Background: an optimization exercise with open tools, aiming at small area and a short achievable clock period. Do not read the settings as production practice.
The RTL was checked by simulation tests, not by an equivalence proof against the original design.
No activity file was given, so power comes from the tool's default toggle rates.

==> flow/design.v (excerpt) <==
module RISC_TOY_SYS (
    input  wire          CLK,
    input  wire          RSTN,
    output wire          IREQ,
    output wire [29:0]   IADDR,
    input  wire [31:0]   INSTR,
    output wire          DREQ,
    output wire [1:0]    DRW,
    output wire [29:0]   DADDR,
    output wire [31:0]   DWDATA,
    input  wire [31:0]   DRDATA,
    output wire [31:0]   CONSIG,
    input  wire [31:0]   IPIN,
    output wire [31:0]   IPOUT
);
export LEC_CHECK = 0
export CAP_MARGIN = 25
export CORE_MARGIN = 2
export CORE_UTILIZATION = 55
export CTS_BUF_LIST = sky130_fd_sc_hd__clkbuf_8
export CTS_CLUSTER_DIAMETER = 80
export CTS_CLUSTER_SIZE = 14
export SETUP_SLACK_MARGIN = 0.2
export SLEW_MARGIN = 25
create_clock -name core_clock -period 14.0 [get_ports {CLK}]
standard.sh (not shown) runs the stock make flow with config.mk's settings and CLKGATE_MAP_FILE= SYNTH_SCRIPT=/design/flow/synth_recipe.tcl, a recipe that flattens the netlist after the stock synthesis.
==> flow/flow/run.sh <==
#!/bin/bash
# Own flow for RISC_TOY_SYS. Runs in the standard flow's work folder (design.v,
# config.mk, standard.sh, synth_recipe.tcl, flow/, out/).
#  1. design_gl.v: design.v with three combinational modules replaced by
#     gate-level ones (flow/gen_gl.py): the register file's read selector
#     (RFREAD, an a222oi AND-OR tree), the EX operand selector's last gate
#     (OPMUX, a21o) and the shifter (SHIFT32, mux2/mux2i). They have no
#     registers, so the registers are the standard synthesis's.
#  2. Synthesis is synth_recipe.tcl with the ABC pass called through a Tcl
#     proc (same arguments; the script is flow/abc.script if present).
#  3. the standard layout (standard.sh) with small port buffers
#     (buf_2) instead of buffer_ports' default delay cells, and repair_timing
#     aimed below the clock period (the SDC is unchanged); clock tree
#     synthesis without dummy loads; timing repaired after global routing
#     only (not after clock tree synthesis); RSTN and IREQ pins side by side
#     (flow/io.tcl).
# Each tool's output goes to a log file of its own here.
set -euo pipefail
W=$(pwd)
python3 flow/gen_gl.py "$W/rfread_gl.v" > gen_gl.log 2>&1
python3 - "$W/design.v" "$W/rfread_gl.v" "$W/design_gl.v" > design_gl.log 2>&1 <<'PY'
import re, sys
src = open(sys.argv[1]).read()
gl = open(sys.argv[2]).read()
for m in ("RFREAD", "OPMUX", "SHIFT32"):
    pat = re.compile(r"\bmodule\s+" + m + r"\b.*?\bendmodule\b", re.S)
    assert len(pat.findall(src)) == 1, m + " not found exactly once"
    src = pat.sub("", src)
open(sys.argv[3], "w").write(src + "\n" + gl)
print("design_gl.v written")
PY
# ABC: ORFS's script, or flow/abc.script when there is one
if [[ -f flow/abc.script ]]; then
  ABCP="set i [lsearch \$args -script]; if {\$i >= 0} { lset args [expr {\$i+1}] $W/flow/abc.script }; "
else
  ABCP=""
fi
{
  echo 'proc synth {args} { yosys synth -nofsm -noshare {*}$args }'
  echo "proc abc {args} { ${ABCP}yosys abc {*}\$args }"
  tail -n +2 synth_recipe.tcl
} > my_synth.tcl
bash standard.sh \
  "VERILOG_FILES=$W/design_gl.v" \
  "SYNTH_SCRIPT=$W/my_synth.tcl" \
  "BUFFER_PORTS_ARGS=-buffer_cell sky130_fd_sc_hd__buf_2" \
  "SETUP_SLACK_MARGIN=8.4" \
  "SKIP_CTS_REPAIR_TIMING=1" \
  "IO_CONSTRAINTS=$W/flow/io.tcl" \
  "CTS_ARGS=-sink_clustering_enable -repair_clock_nets -sink_clustering_size 14 -sink_clustering_max_diameter 80 -buf_list sky130_fd_sc_hd__clkbuf_8 -dont_use_dummy_load" \
  finish > standard_flow.log 2>&1
Other scripts of this flow, unchanged in this note and not shown: flow/flow/gen_gl.py, flow/flow/io.tcl
The first run passed the timing, DRC and antenna checks.
Rerun with:
Settings changed: CAP_MARGIN 25 to 20, SLEW_MARGIN 25 to 20.
The new run passed the timing, DRC and antenna checks.
Setup slack hardly moves.
Synthesized cell count stays the same.
Sequential share of layout area barely changes.
Wire length climbs slightly.
Final cell count hardly moves.
Clock power is about the same.
Via count is about the same.
Critical path depth is unchanged.
Sequential power barely changes.
Die area stays the same.
Worst hold slack stays flat.
Rerun with:
--- a/flow/flow/run.sh
+++ b/flow/flow/run.sh
@@ -12,6 +12,5 @@
 #     (buf_2) instead of buffer_ports' default delay cells, and repair_timing
 #     aimed below the clock period (the SDC is unchanged); clock tree
-#     synthesis without dummy loads; timing repaired after global routing
-#     only (not after clock tree synthesis); RSTN and IREQ pins side by side
+#     synthesis without dummy loads; RSTN and IREQ pins side by side
 #     (flow/io.tcl).
 # Each tool's output goes to a log file of its own here.
@@ -46,5 +45,4 @@
   "BUFFER_PORTS_ARGS=-buffer_cell sky130_fd_sc_hd__buf_2" \
   "SETUP_SLACK_MARGIN=8.4" \
-  "SKIP_CTS_REPAIR_TIMING=1" \
   "IO_CONSTRAINTS=$W/flow/io.tcl" \
   "CTS_ARGS=-sink_clustering_enable -repair_clock_nets -sink_clustering_size 14 -sink_clustering_max_diameter 80 -buf_list sky130_fd_sc_hd__clkbuf_8 -dont_use_dummy_load" \
Settings changed: CAP_MARGIN 20 to 25, SLEW_MARGIN 20 to 25.
The changed run ran to the end with no violations; cell area stays flat; sequential power is about the same; die area does not change; setup slack barely changes; count of clock-buffer cells in the layout came out lower by 1; wire length hardly moves; core utilization is higher by 0.16 points; via count falls by 0.50%.

[what the ideal ports hide]
How much do the figures lean on ideal ports? The routed layouts below were timed once more, with nothing changed but the port constraints. Step 1, drivers: a clkbuf_16 drives CLK and a buf_2 each remaining input, both assumed. Step 2, shift: input delay + t, output delay - t, t = (earliest + latest rising clock arrival at the registers) / 2. This alone moves slack from input paths to output paths. Three values: ideal ports, drivers, drivers and shift; two values: the first two.
| run | t (ns) | setup WS [ns] | worst hold slack (ns) | slew at the worst register clock pin (ns) |
|---|---|---|---|---|
| the first run | 1.017 | 8.190 / 7.874 / 7.302 | 0.352 / 0.352 / 0.352 | 0.11 / 0.11 |
| the second run | 1.020 | 8.190 / 7.883 / 7.261 | 0.354 / 0.354 / 0.354 | 0.10 / 0.10 |
| the third run | 1.026 | 8.189 / 7.921 / 7.290 | 0.348 / 0.348 / 0.348 | 0.11 / 0.11 |
After both steps setup and hold are still met in every run listed. The setup slack of the second run, which loses most, moves by -0.307 ns with the drivers and by -0.929 ns with both steps.
